From an optimization exercise on the open Yosys and OpenROAD flow, aimed at a short achievable clock period and few clock cycles; shortcuts taken in it are not production practice. RTL that was checked went through simulation tests only; none was proved equivalent to the original. Only the layout flow was run in runs 1 to 4; the RTL was not checked for function there. No activity file was given, so power comes from the tool's default toggle rates.

`design/flow/design.v`:
```
module ks_add #(parameter W = 20, parameter L = 5) (
 input  [W-1:0] a,
 input  [W-1:0] b,
 output [W-1:0] s
);
 wire [W-1:0] g [0:L];
 wire [W-1:0] p [0:L];
 assign g[0] = a & b;
 assign p[0] = a ^ b;
 genvar l, i;
 generate
  for (l = 0; l < L; l = l + 1) begin : lvl
   for (i = 0; i < W; i = i + 1) begin : col
    if (i >= (1 << l)) begin : comb
     assign g[l+1][i] = g[l][i] | (p[l][i] & g[l][i-(1<<l)]);
     assign p[l+1][i] = p[l][i] & p[l][i-(1<<l)];
    end else begin : thru
     assign g[l+1][i] = g[l][i];
     assign p[l+1][i] = p[l][i];
    end
   end
  end
 endgenerate
 assign s = p[0] ^ {g[L][W-2:0], 1'b0};
endmodule
module cmp_signed #(parameter W = 20, parameter L = 5) (
 input  [W-1:0] a,
 input  [W-1:0] b,
 output lt,
 output eq
);
 localparam N = 1 << L;
 wire [N-1:0] l0, e0;
 assign l0[W-1] = a[W-1] & ~b[W-1];
 assign l0[W-2:0] = ~a[W-2:0] & b[W-2:0];
 assign e0[W-1:0] = ~(a ^ b);
 generate
  if (N > W) begin : padding
   assign l0[N-1:W] = {(N-W){1'b0}};
   assign e0[N-1:W] = {(N-W){1'b1}};
  end
 endgenerate
 wire [N-1:0] lv [0:L];
 wire [N-1:0] ev [0:L];
 assign lv[0] = l0;
 assign ev[0] = e0;
 genvar k, j;
 generate
  for (k = 0; k < L; k = k + 1) begin : lvl
   for (j = 0; j < (N >> (k + 1)); j = j + 1) begin : node
    assign lv[k+1][j] = lv[k][2*j+1] | (ev[k][2*j+1] & lv[k][2*j]);
    assign ev[k+1][j] = ev[k][2*j+1] & ev[k][2*j];
   end
   if ((N >> (k + 1)) < N) begin : rest
    assign lv[k+1][N-1:(N >> (k + 1))] = {(N - (N >> (k + 1))){1'b0}};
    assign ev[k+1][N-1:(N >> (k + 1))] = {(N - (N >> (k + 1))){1'b0}};
   end
  end
 endgenerate
 assign lt = lv[L][0];
 assign eq = ev[L][0];
endmodule
module CPU(
 input clk,
 input rst,
 output [9:0] imem_addr,
 input  [19:0] imem_rdata,
 output [9:0] dmem_addr,
 output [19:0] dmem_wdata,
 output dmem_we,
 input  [19:0] dmem_rdata
);
 reg  [9:0] fpc;           
 reg        dv;            
 reg  [9:0] dpc, dpc1;     
 assign imem_addr = fpc;
 wire [9:0] fpc_inc = fpc + 10'd1;
 wire [19:0] di = imem_rdata;
 wire [3:0]  dop = di[19:16];
 wire d_jump = dop == 4'h8;
 wire d_br   = dop[3] & (dop[2] | (dop[1] & dop[0]));
 wire d_back = d_br & di[7];
 reg  [4:0] dhi_p1, dhi_m1;        
 wire [5:0] d_jlo = {1'b0, dpc1[4:0]} + {1'b0, di[4:0]};
 wire [4:0] d_jhi0 = dpc1[9:5] + di[9:5];
 wire [4:0] d_jhi1 = dhi_p1 + di[9:5];
 wire [9:0] d_jt = {d_jlo[5] ? d_jhi1 : d_jhi0, d_jlo[4:0]};
 wire [5:0] d_blo = {1'b0, dpc1[4:0]} + {1'b0, di[7:3]};
 wire [4:0] d_bhi = di[7] ? (d_blo[5] ? dpc1[9:5] : dhi_m1) : (d_blo[5] ? dhi_p1 : dpc1[9:5]);
 wire [9:0] d_bt = {d_bhi, d_blo[4:0]};
 reg  [19:0] ir;
 reg         rv;           
 reg  [9:0]  rpc, rpc1;
 reg         rhold;        
 reg         r_bp;         
 reg         r_fb;         
 wire [3:0]  rop = ir[19:16];
 wire r_alu = ~rop[3];
 wire r_jmp = rop == 4'h8;
 wire r_ld  = rop == 4'h9;
 wire r_st  = rop == 4'hA;
 wire r_br  = rop[3] & (rop[2] | (rop[1] & rop[0]));
 wire r_fbv = rv & r_fb;
 reg  [3:0] ra_addr, rb_addr;     
 wire [9:0] r_bt, r_jt;
 ks_add #(10, 4) r_badd (.a(rpc1), .b({{5{ir[7]}}, ir[7:3]}), .s(r_bt));
 ks_add #(10, 4) r_jadd (.a(rpc1), .b(ir[9:0]), .s(r_jt));
 wire [9:0] r_succ = r_jmp ? r_jt : rpc1;
 wire d_alu = ~dop[3];
 wire d_st  = dop == 4'hA;
 wire [3:0] d_aa = dop[3] ? di[15:12] : di[11:8];
 wire [3:0] d_ba = dop[3] ? di[11:8]  : di[7:4];
 wire d_usea = d_alu | d_st | d_br;
 wire d_useb = (d_alu & ~dop[0]) | d_br;
 wire d_lu = dv & rv & ~rhold & r_ld &
             ((d_usea & (d_aa == ir[15:12])) | (d_useb & (d_ba == ir[15:12])));
 wire d_jr = dv & d_jump & ~r_fbv;              
 wire d_bk = dv & d_back & ~r_fbv;              
 reg  [19:0] ea, eb;
 reg         ev, e_wr, e_ld, e_br, e_bp;
 reg  [3:0]  e_dst;
 reg  [3:0]  e_fs;         
 reg  [2:0]  e_nzp;
 reg  [9:0]  e_t, e_f;     
 reg  [9:0]  dma;
 reg  [19:0] dmw;
 reg         dmwe;
 assign dmem_addr  = dma;
 assign dmem_wdata = dmw;
 assign dmem_we    = dmwe;
 wire [19:0] e_sum;
 ks_add #(20) e_add (.a(ea), .b(eb), .s(e_sum));
 wire [19:0] e_res = ({20{e_fs[0]}} & e_sum) | ({20{e_fs[1]}} & (ea & eb)) |
                     ({20{e_fs[2]}} & (ea | eb)) | ({20{e_fs[3]}} & (ea ^ eb));
 wire e_lt, e_eq;
 cmp_signed #(20) e_cmp (.a(ea), .b(eb), .lt(e_lt), .eq(e_eq));
 wire e_gt = ~e_lt & ~e_eq;
 wire e_taken = (e_nzp[2] & e_lt) | (e_nzp[1] & e_eq) | (e_nzp[0] & e_gt);
 wire e_act = ev & e_br;
 wire rt_hit = rv & (rpc == e_t), rn_hit = rv & (rpc == e_f);
 wire dt_hit = dv & ~r_fbv & (dpc == e_t), dn_hit = dv & ~r_fbv & (dpc == e_f);
 wire ft_hit = fpc == e_t,        fn_hit = fpc == e_f;
 wire fbn = e_bp & rn_hit;         
 wire killR_t = e_act & ~rt_hit;
 wire killR_n = e_act & ~rn_hit;
 wire killD_t = e_act & ~rt_hit & ~dt_hit;
 wire killD_n = e_act & (fbn | (~rn_hit & ~dn_hit));
 wire keepf_t = e_act & ~rt_hit & ~dt_hit & ft_hit;
 wire keepf_n = e_act & ~fbn & ~rn_hit & ~dn_hit & fn_hit;
 wire redir_t = e_act & ~rt_hit & ~dt_hit & ~ft_hit;
 wire redir_n = e_act & (fbn | (~rn_hit & ~dn_hit & ~fn_hit));
 wire [9:0] addr_n = fbn ? r_succ : e_f;
 wire killR = e_taken ? killR_t : killR_n;
 wire killD = e_taken ? killD_t : killD_n;
 reg  [19:0] w_res;
 reg         w_wr, w_ld;
 reg  [3:0]  w_dst;
 wire [19:0] w_val = w_ld ? dmem_rdata : w_res;
 reg [19:0] rf [0:15];
 integer i;
 always @(posedge clk) begin
  if (rst) begin
   for (i = 0; i < 16; i = i + 1) rf[i] <= 20'd0;
  end else if (w_wr) begin
   rf[w_dst] <= w_val;
  end
 end
 wire e_fwd = ev & e_wr & ~e_ld;
 wire [19:0] fa = (e_fwd & (e_dst == ra_addr)) ? e_res :
                  (w_wr & (w_dst == ra_addr)) ? w_val : rf[ra_addr];
 wire [19:0] fb = (e_fwd & (e_dst == rb_addr)) ? e_res :
                  (w_wr & (w_dst == rb_addr)) ? w_val : rf[rb_addr];
 wire r_go = rv & ~rhold & ~killR;      
 wire [9:0] fpc_d = (rhold & dv) ? dpc : d_jr ? d_jt : d_bk ? d_bt : fpc_inc;
 wire       dv_d  = ~(rhold & dv) & ~d_jr & ~(d_bk & d_lu);
 wire [9:0] fpc_t = redir_t ? e_t    : keepf_t ? fpc_inc : fpc_d;
 wire [9:0] fpc_n = redir_n ? addr_n : keepf_n ? fpc_inc : fpc_d;
 wire       dv_t  = redir_t ? 1'b0 : keepf_t ? 1'b1 : dv_d;
 wire       dv_n  = redir_n ? 1'b0 : keepf_n ? 1'b1 : dv_d;
 always @(posedge clk) begin
  if (rst) begin
   fpc <= 10'd1;           
   dv <= 1'b1;
   dpc <= 10'd0; dpc1 <= 10'd1; dhi_p1 <= 5'd1; dhi_m1 <= 5'd31;
   ra_addr <= 4'd0; rb_addr <= 4'd0;
   rv <= 1'b0; rhold <= 1'b0; r_bp <= 1'b0; r_fb <= 1'b0;
   ir <= 20'd0; rpc <= 10'd0; rpc1 <= 10'd0;
   ev <= 1'b0;
   e_wr <= 1'b0; e_ld <= 1'b0; e_br <= 1'b0; e_bp <= 1'b0;
   e_dst <= 4'd0; e_fs <= 4'd0; e_nzp <= 3'd0; e_t <= 10'd0; e_f <= 10'd0;
   ea <= 20'd0; eb <= 20'd0;
   dma <= 10'd0; dmw <= 20'd0; dmwe <= 1'b0;
   w_res <= 20'd0; w_wr <= 1'b0; w_ld <= 1'b0; w_dst <= 4'd0;
  end else begin
   dpc <= fpc;
   dpc1 <= fpc_inc;
   dhi_p1 <= fpc_inc[9:5] + 5'd1;
   dhi_m1 <= fpc_inc[9:5] - 5'd1;
   fpc <= e_taken ? fpc_t : fpc_n;
   dv <= e_taken ? dv_t : dv_n;
   rhold <= d_lu & ~killD;
   if (!rhold) begin
    ir <= di;
    ra_addr <= dop[3] ? di[15:12] : di[11:8];
    rb_addr <= dop[3] ? di[11:8]  : di[7:4];
    rpc <= dpc;
    rpc1 <= dpc1;
    rv <= dv & ~killD & ~(d_jump & ~r_fbv);
    r_bp <= d_bk;
    r_fb <= d_bk & ~d_lu;
   end
   ev <= r_go;
   e_wr <= r_go & (r_alu | r_ld);
   e_ld <= r_ld;
   e_br <= r_br;
   e_bp <= r_bp;
   e_dst <= ir[15:12];
   e_fs <= r_alu ? (4'b0001 << rop[2:1]) : 4'b0000;
   e_nzp <= ir[2:0];
   e_t <= r_bt;
   e_f <= rpc1;
   ea <= fa;
   eb <= (r_alu & rop[0]) ? {{12{ir[7]}}, ir[7:0]} : fb;
   if (r_ld | r_st) dma <= ir[9:0];
   if (r_st) dmw <= fa;
   dmwe <= r_go & r_st;
   w_res <= e_res;
   w_wr <= e_wr;
   w_ld <= e_ld;
   w_dst <= e_dst;
  end
 end
endmodule
```
`design/flow/run.sh`:
```
#!/bin/bash
# synth_recipe.tcl (not shown) runs the flow's synth.tcl, then flattens the netlist and writes it again
# the make line also repeats each setting of config.mk as NAME=value (left out here)
make -C /OpenROAD-flow-scripts/flow DESIGN_CONFIG=/design/flow/config.mk WORK_HOME=/design/flow/orfs CLKGATE_MAP_FILE= SYNTH_SCRIPT=/design/flow/synth_recipe.tcl finish
```
`design/flow/config.mk`:
```
export PLATFORM = sky130hd
export DESIGN_NAME = CPU
export DESIGN_NICKNAME = CPU
export VERILOG_FILES = /design/flow/design.v
export SDC_FILE = /design/flow/constraint.sdc
export NUM_CORES = 4
export LEC_CHECK = 0
export ABC_CLOCK_PERIOD_IN_PS = 2200
export CAP_MARGIN = 20
export CORE_MARGIN = 2
export CORE_UTILIZATION = 40
export SETUP_SLACK_MARGIN = 4.8
export SLEW_MARGIN = 20
export TNS_END_PERCENT = 100
```
`design/flow/constraint.sdc`:
```
create_clock -name core_clock -period 7.0 [get_ports {clk}]
set_input_delay 1.4000 -clock core_clock [delete_from_list [all_inputs] [get_ports {clk}]]
set_output_delay 1.4000 -clock core_clock [all_outputs]
set_load 0.01 [all_outputs]
```
==> out/results.ini, run 1 <==
[sta]
final_hold_viol_count=0
slew_violations=0
tightest_slew_ns=1.12
fin_skew_ns=0.0560
tns_ns=0
fin_crit_ns=3.84
finalSetupViolations=0
rsz0062_at_grt=true
slew_headroom_pct=25.3
min_period_over_period_pct=54.9
max_freq_mhz=260

[cts]
cts_max_level=2
numCtsBuffers=61
insertion_delay_ns=0.69
cts-hold-fix-buffers=0
clkSinkCount=551
cts_tree=built
path_clk_slew_ns=0.06
clockBufferDepth=3
cts-root-buf=clkbuf_16

[cells_and_area]
drive_above_1_share_pct=44.7
layout.cells.non_filler=4043
area_growth_pct=42.6
diodes=0
fin_nets=3170

[worst_setup_path]
cp-end-kind=flip-flop
critPathMaxFanout=2
path_class=input port to flip-flop
start_kind=input port
timing.critical_path.arrival_ns=4.42
rr_startpoint=dpc1[1]$_SDFF_PP0_
critPathSlowestCell=fa_2
critPathMaxStageDelay_ns=0.39
cp.required_ns=7.58
r2r-end=fpc[9]$_SDFF_PP0_
ff2ff_path_depth=15
rrSetupSlack_ns=3.22
path_cells=buf_8, ha_4, a211oi_4, o21bai_2, a21oi_4, mux2_4, ha_4, fa_2, a21o_1, a21oi_2, xnor2_1, xnor2_1, o22ai_1, o21a_1, a211oi_2, a311oi_1

[floorplan]
coreArea_mm2=0.0742
start_util_pct=40.3
rows=100
die_y_um=277
ioPinCount=83
die_area_mm2=0.0769
dieWidth_um=277

[placement]
place.gp.congestion=0.935
placed_cells=3508
numPortBuffers=82
hpwl_um=63100

[routing]
vias=25830
vias_per_cell=6.39
drt_iter0_drc=3747
wirelength_um=129000
postRouteAntennaNets=0
drtPass1Iterations=10
drc=0
wire_per_inst_um=32.0

[status]
status=complete, no violations

[synthesis]
netlist-cell-type-count=84
yosysSeqAreaShare_pct=47.6
syn_nets=2772
syn_avg_cell_area_um2=11.4
syn_inst=2629
synth_edf_count=320
ys_ff_latch=551
syn_area_mm2=0.0299
yosysWarnings=4
synth_ff_type=edfxtp_1
async_flop_share_pct=0

[power_and_ir_drop]
p_leak_nw=15.3
power.density_mw_per_mm2=238
finalPower_mw=10.1
worst_ir_drop_vdd_mv=0.209

[min_path]
hold_path_end=w_wr$_SDFF_PP0_
hold_class=flip-flop to flip-flop
worstHoldStart=e_wr$_SDFF_PP0_
hold_path_depth=1

[global_routing]
grt_max_degree=77
grt.total_usage_pct=30.0
grt_pass1_wl_um=168000
grt-ovfl-total=0
antenna_found_initial=4
grt_pass1_vias=24261

[flow_run]
drv_cap=0

==> area by class of cell <==
class                           instances  area (µm²)
Clock buffer                           77        1640
Clock inverter                         33         368
Fill cell                            5690       31600
Inverter                               93         383
Multi-Input combinational cell       1855       19000
Sequential cell                       551       14400
Tap cell                              969        1210
Timing Repair Buffer                  463        5570
Timing Repair inverter                  2        22.5
==> per-layer routing <==
layer	GRT usage [%]	share of wire [%]	up-vias
li1	-	-	10508
met3	8.06	13	576
met4	15.4	7.1	12
met5	0	0.20	-
met2	46.6	44	1927
met1	38.5	35	12807
==> state kept, by name, indices dropped and copies added, names as in the netlist, 5 cells and up, named ones only <==
| name | count |
|---|---|
| rpc | 10 |
| dma | 10 |
| dhi_p1 | 5 |
| fpc | 10 |
| dmw | 20 |
| eb | 20 |
| ea | 20 |
| dpc1 | 10 |
| dpc | 10 |
| rpc1 | 10 |
| ir | 18 |
| w_res | 20 |
| e_f | 10 |
| e_t | 10 |
| rf | 320 |
==> Yosys cell counts, types with 38 or more instances <==
library cell  count  area, µm²
nor2_1          499       1870
edfxtp_1        320       9610
dfxtp_1         231       4620
mux4_2          200       4500
nand2_1         161        604
clkbuf_1        149        559
mux2i_1         121       1210
a21oi_1          95        475
ha_1             95       1190
inv_1            92        345
xnor2_1          90        788
o21ai_0          85        425
nor2b_1          43        269
xor2_1           38        333
==> cells by family after synthesis <==
| family | synth area share, % |
|---|---|
| fa+ha+maj | 4.38 |
| flops | 47.6 |
| compound gates | 7.63 |
| xor+xnor | 3.75 |
| mux | 20.2 |
| buf+inv | 3.85 |
| simple gates | 12.6 |
==> where the power goes <==
part | leakage, nW | switching [mW] | internal, mW
registers | 5.24 | 0.303 | 3.65
clock network | 0.964 | 1.48 | 1.85
logic | 9.13 | 1.49 | 1.37
==> worst max path at each step <==
stage,cells after the start,slack (ns),endpoint,from
6_report,16,3.16,fpc[9]$_SDFF_PP0_,imem_rdata[1]
4_1_cts,16,3.16,fpc[9]$_SDFF_PP0_,imem_rdata[1]
2_1_floorplan,15,2.80,fpc[9]$_SDFF_PP0_,imem_rdata[1]
3_3_place_gp,16,1.79,fpc[9]$_SDFF_PP0_,imem_rdata[1]
5_1_grt,16,3.02,fpc[9]$_SDFF_PP0_,imem_rdata[1]
3_5_place_dp,16,1.76,fpc[9]$_SDFF_PP0_,imem_rdata[1]
==> through the flow <==
step	area (µm²)	hold slack, ns	utilization [%]	worst slack [ns]
final	42600	0.469	57.5	3.16
after global routing	42600	0.482	57.5	3.02
after global placement	32400	0.451	43.7	1.79
after detailed placement	32400	0.453	43.7	1.76
after floorplan	31600	0.428	-	2.80
after CTS	39500	0.468	53.2	3.16
==> critical path: cells and delay by family <==
kind / cells / cell delay (ns)
compound gates: 9 / 1.56
fa+ha+maj: 3 / 0.77
mux: 1 / 0.34
xor+xnor: 2 / 0.25
buf+inv: 1 / 0.10
==> placed cells by master (no fill, tap or decap), types with 13 or more instances in the layout <==
master           count
mux4_2             200
nor2b_1             38
buf_4              214
nand2_8             77
a21oi_2             26
nand4_1             22
nand2_4             17
buf_6               94
edfxtp_1           320
inv_2               21
nand3_1             22
nor2_4              93
buf_8               17
buf_16              35
a21o_1              18
ha_4                35
xor2_1              36
mux2i_4             28
clkbuf_1            13
buf_12              58
clkinv_2            14
ha_1                57
o21ai_2             25
dfxtp_2             61
xnor2_1             81
nor2_1             361
mux2_4              19
dfxtp_1            144
inv_1               67
mux2i_1             85
o21ai_0             41
nor3_1              16
clkdlybuf4s50_1     22
o21ai_1             13
a21oi_1             62
clkbuf_16           68
nand2_1            126
nor2_2              47
o22ai_1             16
dfxtp_4             26
==> timing repair <==
item                       4_1_cts  5_1_grt
setup buffers                  214      114
pin swaps                      135      159
setup endpoints to repair      864      615
cloned                          68       29
gates resized for setup        765      427
==> run 2: changes to the inputs <==
--- a/design/flow/design.v
+++ b/design/flow/design.v
@@ -80,14 +80,9 @@
  wire d_jump = dop == 4'h8;
  wire d_br   = dop[3] & (dop[2] | (dop[1] & dop[0]));
  wire d_back = d_br & di[7];
- reg  [4:0] dhi_p1, dhi_m1;        
- wire [5:0] d_jlo = {1'b0, dpc1[4:0]} + {1'b0, di[4:0]};
- wire [4:0] d_jhi0 = dpc1[9:5] + di[9:5];
- wire [4:0] d_jhi1 = dhi_p1 + di[9:5];
- wire [9:0] d_jt = {d_jlo[5] ? d_jhi1 : d_jhi0, d_jlo[4:0]};
- wire [5:0] d_blo = {1'b0, dpc1[4:0]} + {1'b0, di[7:3]};
- wire [4:0] d_bhi = di[7] ? (d_blo[5] ? dpc1[9:5] : dhi_m1) : (d_blo[5] ? dhi_p1 : dpc1[9:5]);
- wire [9:0] d_bt = {d_bhi, d_blo[4:0]};
+ wire [9:0] d_jt, d_bt;
+ ks_add #(10, 4) d_jadd (.a(dpc1), .b(di[9:0]), .s(d_jt));
+ ks_add #(10, 4) d_badd (.a(dpc1), .b({{5{di[7]}}, di[7:3]}), .s(d_bt));
  reg  [19:0] ir;
  reg         rv;           
  reg  [9:0]  rpc, rpc1;
@@ -134,8 +129,7 @@
                      ({20{e_fs[2]}} & (ea | eb)) | ({20{e_fs[3]}} & (ea ^ eb));
  wire e_lt, e_eq;
  cmp_signed #(20) e_cmp (.a(ea), .b(eb), .lt(e_lt), .eq(e_eq));
- wire e_gt = ~e_lt & ~e_eq;
- wire e_taken = (e_nzp[2] & e_lt) | (e_nzp[1] & e_eq) | (e_nzp[0] & e_gt);
+ wire e_taken = e_eq ? e_nzp[1] : e_lt ? e_nzp[2] : e_nzp[0];
  wire e_act = ev & e_br;
  wire rt_hit = rv & (rpc == e_t), rn_hit = rv & (rpc == e_f);
  wire dt_hit = dv & ~r_fbv & (dpc == e_t), dn_hit = dv & ~r_fbv & (dpc == e_f);
@@ -150,8 +144,6 @@
  wire redir_t = e_act & ~rt_hit & ~dt_hit & ~ft_hit;
  wire redir_n = e_act & (fbn | (~rn_hit & ~dn_hit & ~fn_hit));
  wire [9:0] addr_n = fbn ? r_succ : e_f;
- wire killR = e_taken ? killR_t : killR_n;
- wire killD = e_taken ? killD_t : killD_n;
  reg  [19:0] w_res;
  reg         w_wr, w_ld;
  reg  [3:0]  w_dst;
@@ -170,18 +162,36 @@
                   (w_wr & (w_dst == ra_addr)) ? w_val : rf[ra_addr];
  wire [19:0] fb = (e_fwd & (e_dst == rb_addr)) ? e_res :
                   (w_wr & (w_dst == rb_addr)) ? w_val : rf[rb_addr];
- wire r_go = rv & ~rhold & ~killR;      
- wire [9:0] fpc_d = (rhold & dv) ? dpc : d_jr ? d_jt : d_bk ? d_bt : fpc_inc;
- wire       dv_d  = ~(rhold & dv) & ~d_jr & ~(d_bk & d_lu);
- wire [9:0] fpc_t = redir_t ? e_t    : keepf_t ? fpc_inc : fpc_d;
- wire [9:0] fpc_n = redir_n ? addr_n : keepf_n ? fpc_inc : fpc_d;
- wire       dv_t  = redir_t ? 1'b0 : keepf_t ? 1'b1 : dv_d;
- wire       dv_n  = redir_n ? 1'b0 : keepf_n ? 1'b1 : dv_d;
+ wire r_go_t = rv & ~rhold & ~killR_t;   
+ wire r_go_n = rv & ~rhold & ~killR_n;
+ wire r_wr = r_alu | r_ld;
+ wire rv_in = dv & ~(d_jump & ~r_fbv);
+ wire rv_t = rhold ? rv : rv_in & ~killD_t;
+ wire rv_n = rhold ? rv : rv_in & ~killD_n;
+ wire rh_t = d_lu & ~killD_t;
+ wire rh_n = d_lu & ~killD_n;
+ wire rh_refetch = rhold & dv;
+ wire ovr_t = redir_t | keepf_t;
+ wire ovr_n = redir_n | keepf_n;
+ wire [9:0] val_t = redir_t ? e_t : fpc_inc;
+ wire [9:0] val_n = redir_n ? addr_n : fpc_inc;
+ wire       dvv_t = keepf_t;
+ wire       dvv_n = keepf_n;
+ wire e_ovr = e_taken ? ovr_t : ovr_n;
+ wire [9:0] e_val = e_taken ? val_t : val_n;
+ wire e_dvv = e_taken ? dvv_t : dvv_n;
+ wire s_j = ~rh_refetch & d_jr;
+ wire s_b = ~rh_refetch & ~d_jr & d_bk;
+ wire [9:0] d_oth = rh_refetch ? dpc : fpc_inc;
+ wire [9:0] fpc_d = ({10{s_j}} & d_jt) | ({10{s_b}} & d_bt) | ({10{~s_j & ~s_b}} & d_oth);
+ wire       dv_d  = ~rh_refetch & ~d_jr & ~(d_bk & d_lu);
+ wire [9:0] fpc_next = ({10{e_ovr}} & e_val) | ({10{~e_ovr}} & fpc_d);
+ wire       dv_next  = e_ovr ? e_dvv : dv_d;
  always @(posedge clk) begin
   if (rst) begin
    fpc <= 10'd1;           
    dv <= 1'b1;
-   dpc <= 10'd0; dpc1 <= 10'd1; dhi_p1 <= 5'd1; dhi_m1 <= 5'd31;
+   dpc <= 10'd0; dpc1 <= 10'd1;
    ra_addr <= 4'd0; rb_addr <= 4'd0;
    rv <= 1'b0; rhold <= 1'b0; r_bp <= 1'b0; r_fb <= 1'b0;
    ir <= 20'd0; rpc <= 10'd0; rpc1 <= 10'd0;
@@ -194,23 +204,21 @@
   end else begin
    dpc <= fpc;
    dpc1 <= fpc_inc;
-   dhi_p1 <= fpc_inc[9:5] + 5'd1;
-   dhi_m1 <= fpc_inc[9:5] - 5'd1;
-   fpc <= e_taken ? fpc_t : fpc_n;
-   dv <= e_taken ? dv_t : dv_n;
-   rhold <= d_lu & ~killD;
+   fpc <= fpc_next;
+   dv <= dv_next;
+   rhold <= e_taken ? rh_t : rh_n;
+   rv <= e_taken ? rv_t : rv_n;
    if (!rhold) begin
     ir <= di;
     ra_addr <= dop[3] ? di[15:12] : di[11:8];
     rb_addr <= dop[3] ? di[11:8]  : di[7:4];
     rpc <= dpc;
     rpc1 <= dpc1;
-    rv <= dv & ~killD & ~(d_jump & ~r_fbv);
     r_bp <= d_bk;
     r_fb <= d_bk & ~d_lu;
    end
-   ev <= r_go;
-   e_wr <= r_go & (r_alu | r_ld);
+   ev <= e_taken ? r_go_t : r_go_n;
+   e_wr <= e_taken ? r_go_t & r_wr : r_go_n & r_wr;
    e_ld <= r_ld;
    e_br <= r_br;
    e_bp <= r_bp;
@@ -223,7 +231,7 @@
    eb <= (r_alu & rop[0]) ? {{12{ir[7]}}, ir[7:0]} : fb;
    if (r_ld | r_st) dma <= ir[9:0];
    if (r_st) dmw <= fa;
-   dmwe <= r_go & r_st;
+   dmwe <= e_taken ? r_go_t & r_st : r_go_n & r_st;
    w_res <= e_res;
    w_wr <= e_wr;
    w_ld <= e_ld;
==> design/flow/flow/run.sh (new file) <==
#!/bin/bash
# Standard layout, with the port buffers made from a stronger buffer cell
# than the one ORFS picks by default (a slow delay buffer).
set -e
export BUFFER_PORTS_ARGS="-buffer_cell sky130_fd_sc_hd__buf_8"
bash standard.sh > standard.log 2>&1
==> design/flow/standard.sh (new file) <==
#!/bin/bash
# synth_recipe.tcl (not shown) runs the flow's synth.tcl, then flattens the netlist and writes it again
# the make line also repeats each setting of config.mk as NAME=value (left out here)
make -C /OpenROAD-flow-scripts/flow DESIGN_CONFIG=/design/flow/config.mk WORK_HOME=/design/flow/orfs CLKGATE_MAP_FILE= SYNTH_SCRIPT=/design/flow/synth_recipe.tcl "${@:-finish}"
removed: design/flow/run.sh
==> out/results.ini, run 2 <==
[power_and_ir_drop]
power.density_mw_per_mm2=216  ; -9.0%
p_leak_nw=15.1  ; -1.3%
worst_ir_drop_vdd_mv=0.199  ; -5.0%

[routing]
postRouteAntennaNets=0  ; unchanged
drc=0  ; unchanged
drtPass1Iterations=8  ; -2
wire_per_inst_um=31.5  ; -1.6%
vias_per_cell=6.37  ; -0.26%
drt_iter0_drc=3759  ; +0.32%
vias=25687  ; -0.55%
wirelength_um=127000  ; -1.9%

[sta]
tightest_slew_ns=0.995  ; -0.124 ns
max_freq_mhz=330  ; +27%
fin_crit_ns=3.03  ; -0.808 ns
slew_headroom_pct=33.3  ; +8.0 points
final_hold_viol_count=0  ; unchanged
finalSetupViolations=0  ; unchanged
fin_skew_ns=0.0347  ; -0.0213 ns
rsz0062_at_grt=true
min_period_over_period_pct=43.3  ; -12 points
slew_violations=0  ; unchanged
tns_ns=0  ; unchanged

[status]
status=complete, no violations

[cts]
cts_max_level=3  ; +1
cts_tree=built
cts-hold-fix-buffers=0  ; unchanged
clkSinkCount=542  ; -1.6%
insertion_delay_ns=0.65  ; -0.04 ns
clockBufferDepth=3  ; unchanged
cts-root-buf=clkbuf_16
path_clk_slew_ns=0.05  ; about the same
numCtsBuffers=66  ; +8.2%

[cells_and_area]
largest_reg_flops=320  ; unchanged
final_common_cell=nor2_1
final_cell_mix=nor2_1, edfxtp_1, mux4_2
fin_nets=3160  ; -0.32%
drive_above_1_share_pct=44.6  ; -0.072 points
area_growth_pct=43.7
top_register=rf
layout.cells.non_filler=4031  ; -0.30%
fin_area_mm2=0.0422  ; -1.1%

[synthesis]
netlist-cell-type-count=87  ; +3.6%
synth_commonest_cells=nor2_1, edfxtp_1, dfxtp_1
synthSimpleGateAreaFrac_pct=13.2  ; +0.60 points
netlist.top_cell.by_area=edfxtp_1
yosysWarnings=4  ; unchanged
synth_compound_area_share_pct=8.52  ; +0.89 points
muxShareOfSynthArea_pct=18.6  ; -1.6 points
synth_top_family_by_area=multiplexers
syn_inst=2604  ; -0.95%
yosys.area_share.xor_xnor_pct=3.85  ; +0.10 points
yosysSeqAreaShare_pct=47.9  ; +0.28 points
syn_avg_cell_area_um2=11.3  ; -0.90%
synth_most_common_cell=nor2_1
async_flop_share_pct=0  ; unchanged
syn_nets=2746  ; -0.94%
synth_edf_count=320  ; unchanged
ys_ff_latch=542  ; -1.6%
yosysTopAreaCellShare_pct=32.7  ; +0.60 points
synthAdderAreaFrac_pct=4.39  ; +0.014 points
ys_top_cells_by_area=edfxtp_1, mux4_2, dfxtp_1
syn_area_mm2=0.0293  ; -1.8%
synth_ff_type=edfxtp_1

[worst_setup_path]
path_cells=inv_1, ha_4, nor4_4, nand4_2, a21oi_2, o41ai_2, and3_4, o31ai_4, buf_12, mux2i_4, nand3_1, and4bb_2, nor2b_4
timing.critical_path.arrival_ns=3.54  ; -0.88 ns
path_class=flip-flop to flip-flop
start_kind=flip-flop
critPathLaunch=ea[13]$_SDFF_PP0_
cpLargestDelayFamily=simple AND/OR/NAND/NOR gates
crit_buf_inv=2  ; +1
cp-end-kind=flip-flop
path_depth=13  ; -3
critPathSlowestCell=dfxtp_1
cp.required_ns=7.50  ; -0.08 ns
critPathMaxStageDelay_ns=0.36  ; -0.03 ns
r2r-end=dmwe$_SDFF_PP0_
rrSetupSlack_ns=3.97  ; +0.75 ns
ff2ff_path_depth=13  ; -2
crit_end=dmwe$_SDFF_PP0_
rr_startpoint=ea[13]$_SDFF_PP0_
critPathMaxFanout=7  ; +5

[floorplan]
rows=99  ; -1.0%
ioPinCount=83  ; unchanged
die_y_um=275  ; -0.91%
die_area_mm2=0.0755  ; -1.8%
dieWidth_um=275  ; -0.91%
coreArea_mm2=0.0728  ; -1.8%
start_util_pct=40.3  ; about the same

[global_routing]
grt_max_degree=76  ; -1.3%
antenna_found_initial=4  ; unchanged
grt-ovfl-total=0  ; unchanged
grt_pass1_wl_um=164000  ; -2.9%
grt.total_usage_pct=30.1  ; +0.094 points
grt_pass1_vias=23400  ; -3.5%

[placement]
placed_cells=3483  ; -0.71%
place.gp.congestion=0.900  ; -3.7%
hpwl_um=60800  ; -3.6%
numPortBuffers=82  ; unchanged
place_area_mm2=0.0322  ; -0.79%

[min_path]
hold_class=flip-flop to flip-flop

[flow_run]
drv_cap=0  ; unchanged

==> run 2: cell count changes after synthesis, moves of 16 or more <==
cell      change
a211oi_1     +17
a21oi_1      +47
inv_1        -17
mux2_2       -21
mux2i_1      -31
nand2b_1     +16
nor2_1       +36
o22ai_1      -18
xnor2_1      -19
xor2_1       +20
==> run 2: kinds of logic after synthesis <==
family | count (synthesis)
compound gates | 389
xor+xnor | 129
fa+ha+maj | 100
buf+inv | 264
flops | 542
mux | 294
simple gates | 886
==> run 2: where the power goes <==
part	total (mW)	switching, mW	internal [mW]	leakage (nW)
Clock	3.52	1.49	2.03	1.05
Sequential	3.67	0.156	3.51	5.17
Combinational	1.93	1.03	0.896	8.91
==> run 2: metal layers <==
metal	global-route usage (%)	part of all wire, %
met1	40.4	36
met2	45.1	43
met3	8.09	13
met4	14.8	7.3
met5	0	0.036
==> run 2: area by class of cell <==
class,instances,area [µm²]
clock inverters,36,415
well taps,959,1200
diodes,2,5.00
multi-input cells,1863,18100
flip-flops and latches,542,14200
repair buffers,468,6130
fillers,5562,30700
inverters,77,299
clock buffers,84,1760
==> run 2: worst min-delay path by stage <==
stage / startpoint / end / slack (ns) / cells after the start
final: dma[6]$_SDFFE_PP0P_ / dma[6]$_SDFFE_PP0P_ / 0.47 / 2
after detailed placement: e_ld$_SDFF_PP0_ / w_ld$_SDFF_PP0_ / 0.46 / 1
after floorplan: e_wr$_SDFF_PP0_ / w_wr$_SDFF_PP0_ / 0.44 / 1
after global placement: r_bp$_SDFFE_PP0N_ / e_bp$_SDFF_PP0_ / 0.46 / 1
after CTS: dma[1]$_SDFFE_PP0P_ / dma[1]$_SDFFE_PP0P_ / 0.47 / 2
after global routing: r_bp$_SDFFE_PP0N_ / e_bp$_SDFF_PP0_ / 0.49 / 1
==> run 2: through the flow <==
stage	utilization [%]	worst slack [ns]	hold WS (ns)	power, mW
after CTS	53.5	3.99	0.467	8.85
after global placement	44.2	3.13	0.459	5.01
after global routing	57.9	3.87	0.487	9.32
after floorplan	-	3.55	0.438	4.61
after detailed placement	44.2	3.13	0.463	5.03
final	57.9	3.97	0.469	9.12
==> run 2: repair_timing <==
action	CTS	global route
gates cloned	69	22
setup endpoints to repair	839	635
setup buffers	200	135
endpoints found under the hold margin	0	0
pin swaps	105	121
gates resized for setup	404	443
==> run 2: worst min-delay path, cell delays in order (launching register included) <==
cell and delay (ns):
dfxtp_2 0.33, nand2_1 0.05, a21oi_1 0.05
==> run 3: changes to the inputs <==
==> design/flow/run.sh (new file) <==
#!/bin/bash
# synth_recipe.tcl (not shown) runs the flow's synth.tcl, then flattens the netlist and writes it again
# the make line also repeats each setting of config.mk as NAME=value (left out here)
make -C /OpenROAD-flow-scripts/flow DESIGN_CONFIG=/design/flow/config.mk WORK_HOME=/design/flow/orfs CLKGATE_MAP_FILE= SYNTH_SCRIPT=/design/flow/synth_recipe.tcl finish
removed: design/flow/flow/run.sh
removed: design/flow/standard.sh
==> out/results.ini, run 3 <==
[status]
status=complete, no violations

[routing]
drt_iter0_drc=3378  ; -10%
drc=0  ; unchanged
wire_per_inst_um=29.1  ; -7.6%
drtPass1Iterations=6  ; -2
vias=24610  ; -4.2%
postRouteAntennaNets=0  ; unchanged
vias_per_cell=6.17  ; -3.1%
wirelength_um=116000  ; -8.6%

[synthesis]
netlist-cell-type-count=87  ; unchanged
syn_area_mm2=0.0293  ; unchanged
synth_ff_type=edfxtp_1
ys_ff_latch=542  ; unchanged
synth_commonest_cells=nor2_1, edfxtp_1, dfxtp_1
yosysWarnings=4  ; unchanged
netlist.top_cell.by_area=edfxtp_1
syn_avg_cell_area_um2=11.3  ; unchanged
async_flop_share_pct=0  ; unchanged
synth_edf_count=320  ; unchanged
yosysTopAreaCellShare_pct=32.7  ; unchanged
syn_inst=2604  ; unchanged
syn_nets=2746  ; unchanged
yosysSeqAreaShare_pct=47.9  ; unchanged
ys_top_cells_by_area=edfxtp_1, mux4_2, dfxtp_1
synth_most_common_cell=nor2_1

[cells_and_area]
fin_nets=3117  ; -1.4%
final_common_cell=nor2_1
regArea_mm2=0.0142  ; -0.18%
top_register=rf
final_cell_mix=nor2_1, edfxtp_1, mux4_2
drive_above_1_share_pct=41.1  ; -3.6 points
largest_reg_flops=320  ; unchanged
area_growth_pct=38.5
final_util_pct=55.8  ; -2.1 points
multi_input_area_mm2=0.0176  ; -3.1%
fillers=5716  ; +2.8%

[sta]
slew_violations=0  ; unchanged
finalSetupViolations=0  ; unchanged
final_hold_viol_count=0  ; unchanged
setup_slack_ns=3.92  ; -0.0503 ns
max_freq_mhz=324  ; -1.6%
rsz0062_at_grt=true
fin_skew_ns=0.0633  ; +0.0285 ns
fin_crit_ns=3.08  ; +0.0503 ns
slew_headroom_pct=27.9  ; -5.4 points
holdWs_ns=0.457  ; -0.0116 ns
tns_ns=0  ; unchanged
tightest_slew_ns=1.08  ; +0.0805 ns
min_period_over_period_pct=44.1  ; +0.72 points

[floorplan]
rows=99  ; unchanged
dieWidth_um=275  ; unchanged
ioPinCount=83  ; unchanged
start_util_pct=40.3  ; unchanged
die_area_mm2=0.0755  ; unchanged
coreArea_mm2=0.0728  ; unchanged
die_y_um=275  ; unchanged

[worst_setup_path]
cp.required_ns=7.60  ; +0.10 ns
start_kind=input port
ff2ff_path_depth=14  ; +1
path_class=input port to flip-flop
critPathMaxFanout=2  ; -5
rrSetupSlack_ns=3.95  ; -0.02 ns
rr_startpoint=eb[13]$_SDFF_PP0_
r2r-end=dmwe$_SDFF_PP0_
critPathMaxStageDelay_ns=0.39  ; +0.03 ns
path_cells=buf_6, ha_4, fa_2, a21o_1, a21oi_2, nor2b_1, o21a_1, o41ai_2, xnor2_1, a221oi_2, a221oi_2, o31a_1
timing.critical_path.arrival_ns=3.68  ; +0.14 ns
crit_top_cell=a221oi_2
critPathSlowestCell=fa_2
cp-end-kind=flip-flop

[global_routing]
grt_max_degree=103  ; +36%
grt_pass1_wl_um=159000  ; -2.7%
grt.total_usage_pct=28.7  ; -1.3 points
antenna_found_initial=2  ; -2
grt-ovfl-total=0  ; unchanged
grt_pass1_vias=23764  ; +1.6%

[power_and_ir_drop]
comb_power_share_pct=21.0  ; about the same
p_clk_share_pct=37.8  ; -0.8 points
worst_ir_drop_vdd_mv=0.213  ; +7.1%
p_sw_mw=2.57  ; -3.9%
power.density_mw_per_mm2=219  ; +1.4%
internal_power_mw=6.34  ; -1.5%
p_seq_share_pct=41.2  ; +0.9 points
p_leak_nw=14.7  ; -2.6%
finalPower_mw=8.91  ; -2.2%
switching_share_pct=28.9  ; -0.51 points

[placement]
hpwl_um=60000  ; -1.3%
dp_slack_ns=2.68  ; -0.447 ns
place.gp.congestion=0.882  ; -2.0%
numPortBuffers=82  ; unchanged

[cts]
insertion_delay_ns=0.68  ; +0.03 ns
cts_max_level=2  ; -1
cts_tree=built
numCtsBuffers=61  ; -7.6%
path_clk_slew_ns=0.06  ; about the same
cts-root-buf=clkbuf_16
clkSinkCount=542  ; unchanged
clockBufferDepth=3  ; unchanged

[min_path]
hold_path_depth=2  ; unchanged
worstHoldStart=dma[0]$_SDFFE_PP0P_
hold_path_end=dma[0]$_SDFFE_PP0P_
hold_class=flip-flop to flip-flop

[flow_run]
drv_cap=0  ; unchanged

-- run 3: cell counts after synthesis --
Identical to the previous run, type by type.
-- run 3: logic make-up (layout without fill, tap and decap cells) --
family / Yosys count / count (layout) / synth area share [%]
compound gates: 389 / 389 / 8.52
xor+xnor: 129 / 129 / 3.85
fa+ha+maj: 100 / 100 / 4.39
buf+inv: 264 / 637 / 3.55
flops: 542 / 542 / 47.9
mux: 294 / 294 / 18.6
other cells: 0 / 1 / 0
simple gates: 886 / 936 / 13.2
-- run 3: worst max-delay path, delay by kind of cell --
family                     cells  cell delay [ns]
AOI/OAI and AO/OA              7             1.40
xor gates and xnor gates       1             0.18
adders and majority gates      2             0.55
buffers and inverters          1             0.10
and+or+nand+nor                1             0.06
-- run 3: repair_timing --
| action | CTS | global route |
|---|---|---|
| pin swaps | 136 | 122 |
| resized for setup | 707 | 242 |
| endpoints found under the setup margin | 848 | 531 |
| hold buffers | 0 | 0 |
| gates cloned | 56 | 17 |
| setup buffers | 225 | 89 |
-- run 3: layout make-up --
cell class / count / area share, %
antenna: 1 / 0.00616
clock inverter: 39 / 1.14
multi-input combinational: 1848 / 43.2
inverter: 77 / 0.733
timing repair buffer: 445 / 13.0
tap: 959 / 2.95
clock buffer: 76 / 3.99
sequential: 542 / 35.0
-- run 3: through the flow --
step           instances  cell area [µm²]
5_1_grt             3987            40600
3_5_place_dp        3484            31800
2_1_floorplan       2604            30900
3_3_place_gp        3484            31800
4_1_cts             3880            38600
6_report            3987            40600
-- run 3: power by group through the flow --
stage | combinational, mW | clock, mW | sequential, mW
final | 1.87 | 3.37 | 3.67
after global routing | 1.97 | 3.50 | 3.68
after CTS | 1.69 | 3.38 | 3.66
after detailed placement | 1.27 | 0 | 3.75
after global placement | 1.25 | 0 | 3.74
after floorplan | 0.950 | 0 | 3.66
-- run 3: worst max-delay path by stage --
stage | from | endpoint | slack, ns | depth (start not counted)
floorplan | imem_rdata[0] | fpc[8]$_SDFF_PP0_ | 3.55 | 11
global placement | imem_rdata[19] | fpc[8]$_SDFF_PP0_ | 2.80 | 11
detailed placement | imem_rdata[19] | fpc[8]$_SDFF_PP0_ | 2.68 | 11
CTS | imem_rdata[0] | fpc[8]$_SDFF_PP0_ | 4.01 | 12
global route | eb[13]$_SDFF_PP0_ | e_wr$_SDFF_PP0_ | 3.85 | 14
finish | imem_rdata[0] | fpc[8]$_SDFF_PP0_ | 3.92 | 12
-- run 3: layer usage --
layer | wire (µm) | track usage, % | part of all wire (%) | vias to the layer above
met5 | 13 | 0 | 0.011 | -
li1 | - | - | - | 10279
met2 | 51600 | 44.3 | 44 | 1663
met4 | 6430 | 12.5 | 5.5 | 2
met3 | 14400 | 7.27 | 12 | 388
met1 | 43500 | 38.4 | 38 | 12278
==> run 4: changes to the inputs <==
--- a/design/flow/design.v
+++ b/design/flow/design.v
@@ -5,11 +5,21 @@
 );
  wire [W-1:0] g [0:L];
  wire [W-1:0] p [0:L];
+ wire [W-1:0] t = a | b;
  assign g[0] = a & b;
- assign p[0] = a ^ b;
+ assign p[0] = t;
  genvar l, i;
  generate
-  for (l = 0; l < L; l = l + 1) begin : lvl
+  for (i = 0; i < W; i = i + 1) begin : lv1
+   if (i >= 1) begin : comb
+    assign g[1][i] = g[0][i] | ((t[i] & a[i-1]) & b[i-1]);
+    assign p[1][i] = t[i] & t[i-1];
+   end else begin : thru
+    assign g[1][i] = g[0][i];
+    assign p[1][i] = p[0][i];
+   end
+  end
+  for (l = 1; l < L; l = l + 1) begin : lvl
    for (i = 0; i < W; i = i + 1) begin : col
     if (i >= (1 << l)) begin : comb
      assign g[l+1][i] = g[l][i] | (p[l][i] & g[l][i-(1<<l)]);
@@ -21,7 +31,7 @@
    end
   end
  endgenerate
- assign s = p[0] ^ {g[L][W-2:0], 1'b0};
+ assign s = (a ^ b) ^ {g[L][W-2:0], 1'b0};
 endmodule
 module cmp_signed #(parameter W = 20, parameter L = 5) (
  input  [W-1:0] a,
@@ -30,31 +40,27 @@
  output eq
 );
  localparam N = 1 << L;
- wire [N-1:0] l0, e0;
- assign l0[W-1] = a[W-1] & ~b[W-1];
- assign l0[W-2:0] = ~a[W-2:0] & b[W-2:0];
- assign e0[W-1:0] = ~(a ^ b);
- generate
-  if (N > W) begin : padding
-   assign l0[N-1:W] = {(N-W){1'b0}};
-   assign e0[N-1:W] = {(N-W){1'b1}};
-  end
- endgenerate
+ wire [N-1:0] al, bl;      
+ assign al = {{(N-W){1'b0}}, b[W-1], a[W-2:0]};
+ assign bl = {{(N-W){1'b0}}, a[W-1], b[W-2:0]};
+ wire [N-1:0] e0 = ~(al ^ bl);
  wire [N-1:0] lv [0:L];
  wire [N-1:0] ev [0:L];
- assign lv[0] = l0;
- assign ev[0] = e0;
  genvar k, j;
  generate
-  for (k = 0; k < L; k = k + 1) begin : lvl
+  for (j = 0; j < N / 2; j = j + 1) begin : lv1
+   assign lv[1][j] = (~al[2*j+1] & bl[2*j+1]) | ((e0[2*j+1] & ~al[2*j]) & bl[2*j]);
+   assign ev[1][j] = e0[2*j+1] & e0[2*j];
+  end
+  assign lv[1][N-1:N/2] = {(N/2){1'b0}};
+  assign ev[1][N-1:N/2] = {(N/2){1'b0}};
+  for (k = 1; k < L; k = k + 1) begin : lvl
    for (j = 0; j < (N >> (k + 1)); j = j + 1) begin : node
     assign lv[k+1][j] = lv[k][2*j+1] | (ev[k][2*j+1] & lv[k][2*j]);
     assign ev[k+1][j] = ev[k][2*j+1] & ev[k][2*j];
    end
-   if ((N >> (k + 1)) < N) begin : rest
-    assign lv[k+1][N-1:(N >> (k + 1))] = {(N - (N >> (k + 1))){1'b0}};
-    assign ev[k+1][N-1:(N >> (k + 1))] = {(N - (N >> (k + 1))){1'b0}};
-   end
+   assign lv[k+1][N-1:(N >> (k + 1))] = {(N - (N >> (k + 1))){1'b0}};
+   assign ev[k+1][N-1:(N >> (k + 1))] = {(N - (N >> (k + 1))){1'b0}};
   end
  endgenerate
  assign lt = lv[L][0];
==> out/results.ini, run 4 <==
[floorplan]
die_area_mm2=0.0772  ; +2.1%
start_util_pct=40.3  ; +0.044 points
die_y_um=278  ; +1.1%
dieWidth_um=278  ; +1.1%
rows=100  ; +1.0%
coreArea_mm2=0.0743  ; +2.0%
ioPinCount=83  ; unchanged

[worst_setup_path]
timing.critical_path.arrival_ns=3.82  ; +0.14 ns
rrSetupSlack_ns=3.75  ; -0.20 ns
path_class=flip-flop to flip-flop
r2r-end=fpc[5]$_SDFF_PP0_
cp.required_ns=7.56  ; -0.04 ns
critPathLaunch=eb[3]$_SDFF_PP0_
crit_end=fpc[5]$_SDFF_PP0_
ff2ff_path_depth=13  ; -1
cp-end-kind=flip-flop
critPathMaxFanout=5  ; +3
rr_startpoint=eb[3]$_SDFF_PP0_
start_kind=flip-flop

[routing]
wirelength_um=125000  ; +7.6%
postRouteAntennaNets=0  ; unchanged
drc=0  ; unchanged
vias=25543  ; +3.8%
wire_per_inst_um=30.7  ; +5.7%
drt_iter0_drc=3738  ; +11%
drtPass1Iterations=6  ; unchanged
vias_per_cell=6.29  ; +2.0%

[power_and_ir_drop]
finalPower_mw=8.93  ; +0.12%
power.density_mw_per_mm2=216  ; -1.7%
worst_ir_drop_vdd_mv=0.209  ; -1.9%
p_leak_nw=14.9  ; +1.2%

[min_path]
hold_class=flip-flop to flip-flop

[cts]
clkSinkCount=542  ; unchanged
cts_max_level=2  ; unchanged
cts_tree=built
numCtsBuffers=60  ; -1.6%
insertion_delay_ns=0.72  ; +0.04 ns
cts-hold-fix-buffers=0  ; unchanged
cts-root-buf=clkbuf_16
path_clk_slew_ns=0.06  ; about the same
clockBufferDepth=3  ; unchanged

[cells_and_area]
final_common_cell=nor2_1
area_growth_pct=38.1
fillers=5834  ; +2.1%
final_cell_mix=nor2_1, edfxtp_1, mux4_2
drive_above_1_share_pct=39.5  ; -1.6 points
diodes=0  ; -1
largest_reg_flops=320  ; unchanged
top_register=rf
fin_area_mm2=0.0414  ; +1.9%
fin_nets=3200  ; +2.7%

[synthesis]
synth_most_common_cell=nor2_1
synth_ff_type=edfxtp_1
synth_edf_count=320  ; unchanged
syn_nets=2844  ; +3.6%
syn_area_mm2=0.0300  ; +2.2%
netlist-cell-type-count=74  ; -15%
async_flop_share_pct=0  ; unchanged
yosysSeqAreaShare_pct=46.9  ; -1.0 points
syn_avg_cell_area_um2=11.2  ; -0.93%
yosysWarnings=4  ; unchanged
yosysTopAreaCellShare_pct=32.1  ; -0.69 points
netlist.top_cell.by_area=edfxtp_1
syn_inst=2685  ; +3.1%
synth_commonest_cells=nor2_1, edfxtp_1, dfxtp_1
ys_ff_latch=542  ; unchanged
ys_top_cells_by_area=edfxtp_1, mux4_2, dfxtp_1

[sta]
tightest_slew_ns=1.07  ; -0.00840 ns
fin_skew_ns=0.0642  ; +0.000914 ns
rsz0062_at_grt=true
fin_crit_ns=3.25  ; +0.170 ns
holdWs_ns=0.462  ; +0.00482 ns
slew_violations=0  ; unchanged
final_hold_viol_count=0  ; unchanged
tns_ns=0  ; unchanged
max_freq_mhz=307  ; -5.2%
min_period_over_period_pct=46.5  ; +2.4 points
finalSetupViolations=0  ; unchanged
slew_headroom_pct=28.7  ; +0.80 points
setup_slack_ns=3.75  ; -0.170 ns

[status]
status=complete, no violations

[global_routing]
grt.total_usage_pct=29.3  ; +0.58 points
antenna_found_initial=4  ; +2
grt_max_degree=85  ; -17%
grt-ovfl-total=0  ; unchanged
grt_pass1_vias=24520  ; +3.2%
grt_pass1_wl_um=167000  ; +4.7%

[placement]
place_area_mm2=0.0323  ; +1.7%
hpwl_um=63300  ; +5.5%
dp_slack_ns=2.81  ; +0.129 ns
numPortBuffers=82  ; unchanged
place.gp.congestion=0.896  ; +1.6%

[flow_run]
drv_cap=0  ; unchanged

run 4: cell types whose count changed after synthesis, moves of 20 or more:
cell	before	now
a21oi_1	142	105
nor2_1	535	510
nand2b_1	29	49
inv_1	75	124
xnor2_1	71	93
ha_1	95	117
mux2i_1	90	113
run 4: worst min path at each step:
stage	from	endpoint	slack (ns)	depth (start not counted)
6_report	dma[2]$_SDFFE_PP0P_	dma[2]$_SDFFE_PP0P_	0.46	2
5_1_grt	dma[0]$_SDFFE_PP0P_	dma[0]$_SDFFE_PP0P_	0.48	2
4_1_cts	dma[6]$_SDFFE_PP0P_	dma[6]$_SDFFE_PP0P_	0.46	2
3_5_place_dp	dmw[15]$_SDFFE_PP0P_	dmw[15]$_SDFFE_PP0P_	0.45	2
3_3_place_gp	dma[9]$_SDFFE_PP0P_	dma[9]$_SDFFE_PP0P_	0.44	2
2_1_floorplan	e_wr$_SDFF_PP0_	w_wr$_SDFF_PP0_	0.44	1
run 4: cell type report:
cell class                      count  area (µm²)  area share (%)
Timing Repair Buffer              428        5270            12.7
Tap cell                          969        1210            2.93
Inverter                          125         487            1.18
Clock inverter                     40         450            1.09
Clock buffer                       70        1620            3.92
Sequential cell                   542       14200            34.4
Multi-Input combinational cell   1884       18100            43.8
run 4: per-layer routing:
| metal | global-route usage (%) | share of wire (%) |
|---|---|---|
| met3 | 8.58 | 13 |
| met5 | 0 | 0.039 |
| met2 | 46.0 | 44 |
| met1 | 37.1 | 36 |
| met4 | 14.4 | 6.6 |
run 4: cell families (layout without fill, tap and decap cells):
logic type	count (synthesis)	in the layout	share of synthesized area (%)
adders and majority gates	117	117	4.88
AOI/OAI and AO/OA	352	352	7.60
and+or+nand+nor	905	955	13.5
buffers and inverters	309	663	3.97
DFF	542	542	46.9
muxes	319	319	19.0
xor gates and xnor gates	141	141	4.12
run 4: timing repair:
item / 4_1_cts / 5_1_grt
pin swaps: 80 / 53
cloned: 62 / 19
endpoints found under the hold margin: 0 / 0
gates resized for setup: 709 / 312
setup endpoints to repair: 902 / 553
setup buffers: 195 / 94
run 4: critical path, cell delays in order, from the launching register on:
cell,delay (ns)
dfxtp_2,0.35
inv_2,0.06
ha_4,0.23
or4b_4,0.53
a31oi_4,0.20
a2111oi_4,0.08
o221a_1,0.31
and4b_4,0.22
a211oi_4,0.22
buf_12,0.17
mux2i_4,0.31
buf_6,0.17
nor3_1,0.05
a2111oi_0,0.25
run 4: power breakdown:
group	switching (mW)	internal, mW
clock network	1.47	1.92
registers	0.180	3.51
logic	0.963	0.870
run 4: through the flow:
| stage | std cells | utilization, % |
|---|---|---|
| floorplan | 2685 | - |
| global placement | 3578 | 43.5 |
| detailed placement | 3578 | 43.5 |
| CTS | 3945 | 52.7 |
| global route | 4058 | 55.7 |
| finish | 4058 | 55.7 |
==> run 5: changes to the inputs <==
--- a/design/flow/design.v
+++ b/design/flow/design.v
@@ -134,7 +134,8 @@
  wire [19:0] e_res = ({20{e_fs[0]}} & e_sum) | ({20{e_fs[1]}} & (ea & eb)) |
                      ({20{e_fs[2]}} & (ea | eb)) | ({20{e_fs[3]}} & (ea ^ eb));
  wire e_lt, e_eq;
- cmp_signed #(20) e_cmp (.a(ea), .b(eb), .lt(e_lt), .eq(e_eq));
+ reg  [19:0] ca, cb;     
+ cmp_signed #(20) e_cmp (.a(ca), .b(cb), .lt(e_lt), .eq(e_eq));
  wire e_taken = e_eq ? e_nzp[1] : e_lt ? e_nzp[2] : e_nzp[0];
  wire e_act = ev & e_br;
  wire rt_hit = rv & (rpc == e_t), rn_hit = rv & (rpc == e_f);
@@ -183,16 +184,15 @@
  wire [9:0] val_n = redir_n ? addr_n : fpc_inc;
  wire       dvv_t = keepf_t;
  wire       dvv_n = keepf_n;
- wire e_ovr = e_taken ? ovr_t : ovr_n;
- wire [9:0] e_val = e_taken ? val_t : val_n;
- wire e_dvv = e_taken ? dvv_t : dvv_n;
  wire s_j = ~rh_refetch & d_jr;
  wire s_b = ~rh_refetch & ~d_jr & d_bk;
  wire [9:0] d_oth = rh_refetch ? dpc : fpc_inc;
  wire [9:0] fpc_d = ({10{s_j}} & d_jt) | ({10{s_b}} & d_bt) | ({10{~s_j & ~s_b}} & d_oth);
  wire       dv_d  = ~rh_refetch & ~d_jr & ~(d_bk & d_lu);
- wire [9:0] fpc_next = ({10{e_ovr}} & e_val) | ({10{~e_ovr}} & fpc_d);
- wire       dv_next  = e_ovr ? e_dvv : dv_d;
+ wire [9:0] fpc_nt = ovr_t ? val_t : fpc_d;
+ wire [9:0] fpc_nn = ovr_n ? val_n : fpc_d;
+ wire [9:0] fpc_next = e_taken ? fpc_nt : fpc_nn;
+ wire       dv_next  = e_taken ? (ovr_t ? dvv_t : dv_d) : (ovr_n ? dvv_n : dv_d);
  always @(posedge clk) begin
   if (rst) begin
    fpc <= 10'd1;           
@@ -204,7 +204,7 @@
    ev <= 1'b0;
    e_wr <= 1'b0; e_ld <= 1'b0; e_br <= 1'b0; e_bp <= 1'b0;
    e_dst <= 4'd0; e_fs <= 4'd0; e_nzp <= 3'd0; e_t <= 10'd0; e_f <= 10'd0;
-   ea <= 20'd0; eb <= 20'd0;
+   ea <= 20'd0; eb <= 20'd0; ca <= 20'd0; cb <= 20'd0;
    dma <= 10'd0; dmw <= 20'd0; dmwe <= 1'b0;
    w_res <= 20'd0; w_wr <= 1'b0; w_ld <= 1'b0; w_dst <= 4'd0;
   end else begin
@@ -234,6 +234,10 @@
    e_t <= r_bt;
    e_f <= rpc1;
    ea <= fa;
+   if (r_br) begin
+    ca <= fa;
+    cb <= fb;
+   end
    eb <= (r_alu & rop[0]) ? {{12{ir[7]}}, ir[7:0]} : fb;
    if (r_ld | r_st) dma <= ir[9:0];
    if (r_st) dmw <= fa;
==> out/results.ini, run 5 <==
[cells_and_area]
fillers=6148  ; +5.4%
fin_nets=3495  ; +9.2%
largest_reg_flops=320  ; unchanged
area_growth_pct=40.7
top_register=rf
drive_above_1_share_pct=39.4  ; -0.091 points
regArea_mm2=0.0150  ; +5.5%
multi_input_area_mm2=0.0203  ; +12%
layout.cells.non_filler=4440  ; +9.4%
final_util_pct=56.9  ; +1.2 points
final_cell_mix=nor2_1, edfxtp_1, mux4_2
final_common_cell=nor2_1

[synthesis]
ys_top_cells_by_area=edfxtp_1, dfxtp_1, mux4_2
synth_ff_type=edfxtp_1
yosysSeqAreaShare_pct=46.5  ; -0.36 points
syn_inst=2978  ; +11%
ys_ff_latch=582  ; +7.4%
netlist.top_cell.by_area=edfxtp_1
synth_edf_count=320  ; unchanged
syn_avg_cell_area_um2=10.7  ; -4.0%
syn_area_mm2=0.0319  ; +6.5%
syn_nets=3137  ; +10%
synth_commonest_cells=nor2_1, edfxtp_1, dfxtp_1
synth_most_common_cell=nor2_1
yosysTopAreaCellShare_pct=30.1  ; -2.0 points
netlist-cell-type-count=82  ; +11%
yosysWarnings=4  ; unchanged
async_flop_share_pct=0  ; unchanged

[power_and_ir_drop]
p_clk_share_pct=36.7  ; -1.4 points
finalPower_mw=10.4  ; +16%
p_leak_nw=15.8  ; +6.0%
comb_power_share_pct=24.1  ; +3.6 points
switching_share_pct=31.9  ; +2.6 points
p_sw_mw=3.31  ; +26%
p_seq_share_pct=39.2  ; -2.2 points
internal_power_mw=7.05  ; +12%
worst_ir_drop_vdd_mv=0.192  ; -8.3%
power.density_mw_per_mm2=231  ; +7.0%

[worst_setup_path]
start_kind=input port
ff2ff_path_depth=9  ; -4
cp-end-kind=flip-flop
cpLargestDelayFamily=compound AO/OA/AOI/OAI gates
path_cells=buf_8, inv_4, ha_4, nand2b_4, a2111oi_4, nor3_2, or4_4, a2111oi_4, a21oi_1, a31oi_1, a31oi_1
critPathMaxStageDelay_ns=0.45  ; -0.08 ns
critPathMaxFanout=3  ; -2
path_class=input port to flip-flop
timing.critical_path.arrival_ns=3.44  ; -0.38 ns
path_depth=11  ; -2
cp.required_ns=7.50  ; -0.06 ns
crit_buf_inv=2  ; -1
critPathSlowestCell=or4_4

[global_routing]
antenna_found_initial=3  ; -1
grt_pass1_wl_um=186000  ; +12%
grt_max_degree=90  ; +5.9%
grt-ovfl-total=0  ; unchanged
grt_pass1_vias=27234  ; +11%
grt.total_usage_pct=31.1  ; +1.8 points

[sta]
slew_headroom_pct=22.3  ; -6.4 points
holdWs_ns=0.454  ; -0.00843 ns
tightest_slew_ns=1.17  ; +0.0974 ns
rsz0062_at_grt=true
fin_crit_ns=2.94  ; -0.317 ns
tns_ns=0  ; unchanged
finalSetupViolations=0  ; unchanged
final_hold_viol_count=0  ; unchanged
min_period_over_period_pct=42.0  ; -4.5 points
max_freq_mhz=340  ; +11%
slew_violations=0  ; unchanged
fin_skew_ns=0.0670  ; +0.00278 ns

[routing]
vias=28733  ; +12%
wire_per_inst_um=31.5  ; +2.7%
drt_iter0_drc=4316  ; +15%
drtPass1Iterations=6  ; unchanged
vias_per_cell=6.47  ; +2.8%
wirelength_um=140000  ; +12%
postRouteAntennaNets=0  ; unchanged
drc=0  ; unchanged

[placement]
numPortBuffers=82  ; unchanged
placed_cells=3937  ; +10%
hpwl_um=68900  ; +8.8%
place.gp.congestion=0.923  ; +3.0%

[flow_run]
drv_cap=0  ; unchanged

[floorplan]
start_util_pct=40.4  ; +0.085 points
ioPinCount=83  ; unchanged
dieWidth_um=287  ; +3.2%
die_area_mm2=0.0821  ; +6.4%
coreArea_mm2=0.0790  ; +6.3%
rows=103  ; +3.0%
die_y_um=287  ; +3.2%

[min_path]
hold_path_depth=2  ; unchanged
hold_class=flip-flop to flip-flop

[cts]
cts-root-buf=clkbuf_16
cts-hold-fix-buffers=0  ; unchanged
cts_max_level=3  ; +1
clkSinkCount=582  ; +7.4%
insertion_delay_ns=0.68  ; -0.04 ns
cts_tree=built
clockBufferDepth=3  ; unchanged
path_clk_slew_ns=0.06  ; about the same
numCtsBuffers=69  ; +15%

[status]
status=complete, no violations

-- run 5: changes by cell type in the layout (fill, tap and decap cells not counted), sizes merged, moves of 12 or more --
cell	before	now
nand2b	80	23
a31oi	15	40
nand2	175	306
dfxtp	222	262
nor3	20	41
o211ai	9	25
mux2i	113	80
nor2b	51	39
a21oi	105	149
xnor2	93	76
and2	3	18
nand3	27	71
-- run 5: metrics by stage --
step	area [µm²]	setup WS (ns)
2_1_floorplan	33600	3.62
3_3_place_gp	34600	2.64
3_5_place_dp	34600	2.68
4_1_cts	42600	3.96
5_1_grt	44900	3.98
6_report	44900	4.06
-- run 5: path summary, 6_finish.rpt --
kind                 startpoint            endpoint  slack (ns)
min reg2reg  ca[5]$_SDFFE_PP0P_  ca[5]$_SDFFE_PP0P_        0.45
max               imem_rdata[1]   fpc[9]$_SDFF_PP0_        4.06
max reg2reg  dpc1[4]$_SDFF_PP0_   fpc[9]$_SDFF_PP0_        4.14
min          ca[5]$_SDFFE_PP0P_  ca[5]$_SDFFE_PP0P_        0.45
-- run 5: cell type report --
type                       instances  share of cell area, %
timing repair buffer             424                   11.9
antenna                            2                 0.0111
timing repair inverter             1                 0.0195
sequential                       582                   33.4
inverter                         129                   1.19
clock inverter                    42                   1.23
tap                             1050                   2.92
multi-input combinational       2129                   45.3
clock buffer                      81                   4.06
-- run 5: power by group through the flow --
stage / clock (mW) / combinational, mW / sequential (mW)
final: 3.80 / 2.50 / 4.06
after global routing: 3.93 / 2.62 / 4.07
after detailed placement: 0 / 1.73 / 4.15
after CTS: 3.78 / 2.27 / 4.04
after global placement: 0 / 1.71 / 4.14
after floorplan: 0 / 1.31 / 3.98
-- run 5: kinds of logic (layout without fill, tap and decap cells) --
kind of cell / Yosys count / after routing / synth area share, %
and+or+nand+nor: 1045 / 1113 / 14.4
DFF: 582 / 582 / 46.5
AOI/OAI and AO/OA: 479 / 479 / 9.89
buffers and inverters: 335 / 677 / 4.04
muxes: 289 / 289 / 16.9
xor gates and xnor gates: 131 / 131 / 3.59
adders and majority gates: 117 / 117 / 4.58
other: 0 / 2 / 0
-- run 5: timing repair --
item / in CTS / in global routing
pin swaps: 161 / 136
resized for setup: 826 / 364
buffers inserted: 211 / 71
cloned: 80 / 16
hold endpoints to repair: 0 / 0
endpoints found under the setup margin: 761 / 640
-- run 5: worst reg2reg max path: cells and delay by family (launching register included) --
kind                     cells  cell delay, ns
adder cells (fa/ha/maj)      1            0.25
flip-flops                   1            0.61
AND/OR/NAND/NOR              2            0.55
AO/OA/AOI/OAI                5            1.07
buffers and inverters        1            0.24
-- run 5: metal layers --
metal  wire length, µm  track usage (%)  vias to the layer above
met5               123                0                        -
met4             11700             19.4                        6
li1                  -                -                    11719
met3             18100             8.20                      724
met2             61000             47.8                     2252
met1             49200             39.0                    14032
Testbench counts of run 5, summed over its fixed seeds: cycles 23,217.

## static timing again, ports no longer ideal
The results above use ideal ports. As a check the final layouts listed here were re-extracted and re-timed, cells and wires unchanged. Step 1 sets driving cells, clkbuf_16 on the clock port and buf_2 on the other inputs (assumed; they add their load-dependent delay and slew). Step 2 times the ports against the registers' clock, not the clock port: input delays grow and output delays shrink by t, the midpoint of the rising clock arrivals with the driver on. a / b / c = ideal ports / drivers / drivers and shift; a / b = the first two.
run	shift t [ns]	slack for setup (ns)	cell pins on the clock port's net
run 1	0.735	3.158 / 3.181 / 2.446	1
run 2	0.694	3.966 / 3.966 / 3.308	1
run 3	0.707	3.916 / 3.937 / 3.230	1
run 4	0.749	3.746 / 3.688 / 3.204	1
run 5	0.719	4.062 / 4.085 / 3.366	1
After both steps setup and hold are still met in every run listed. The setup slack of run 1, which loses most, moves by +0.023 ns with the drivers and by -0.712 ns with both steps.
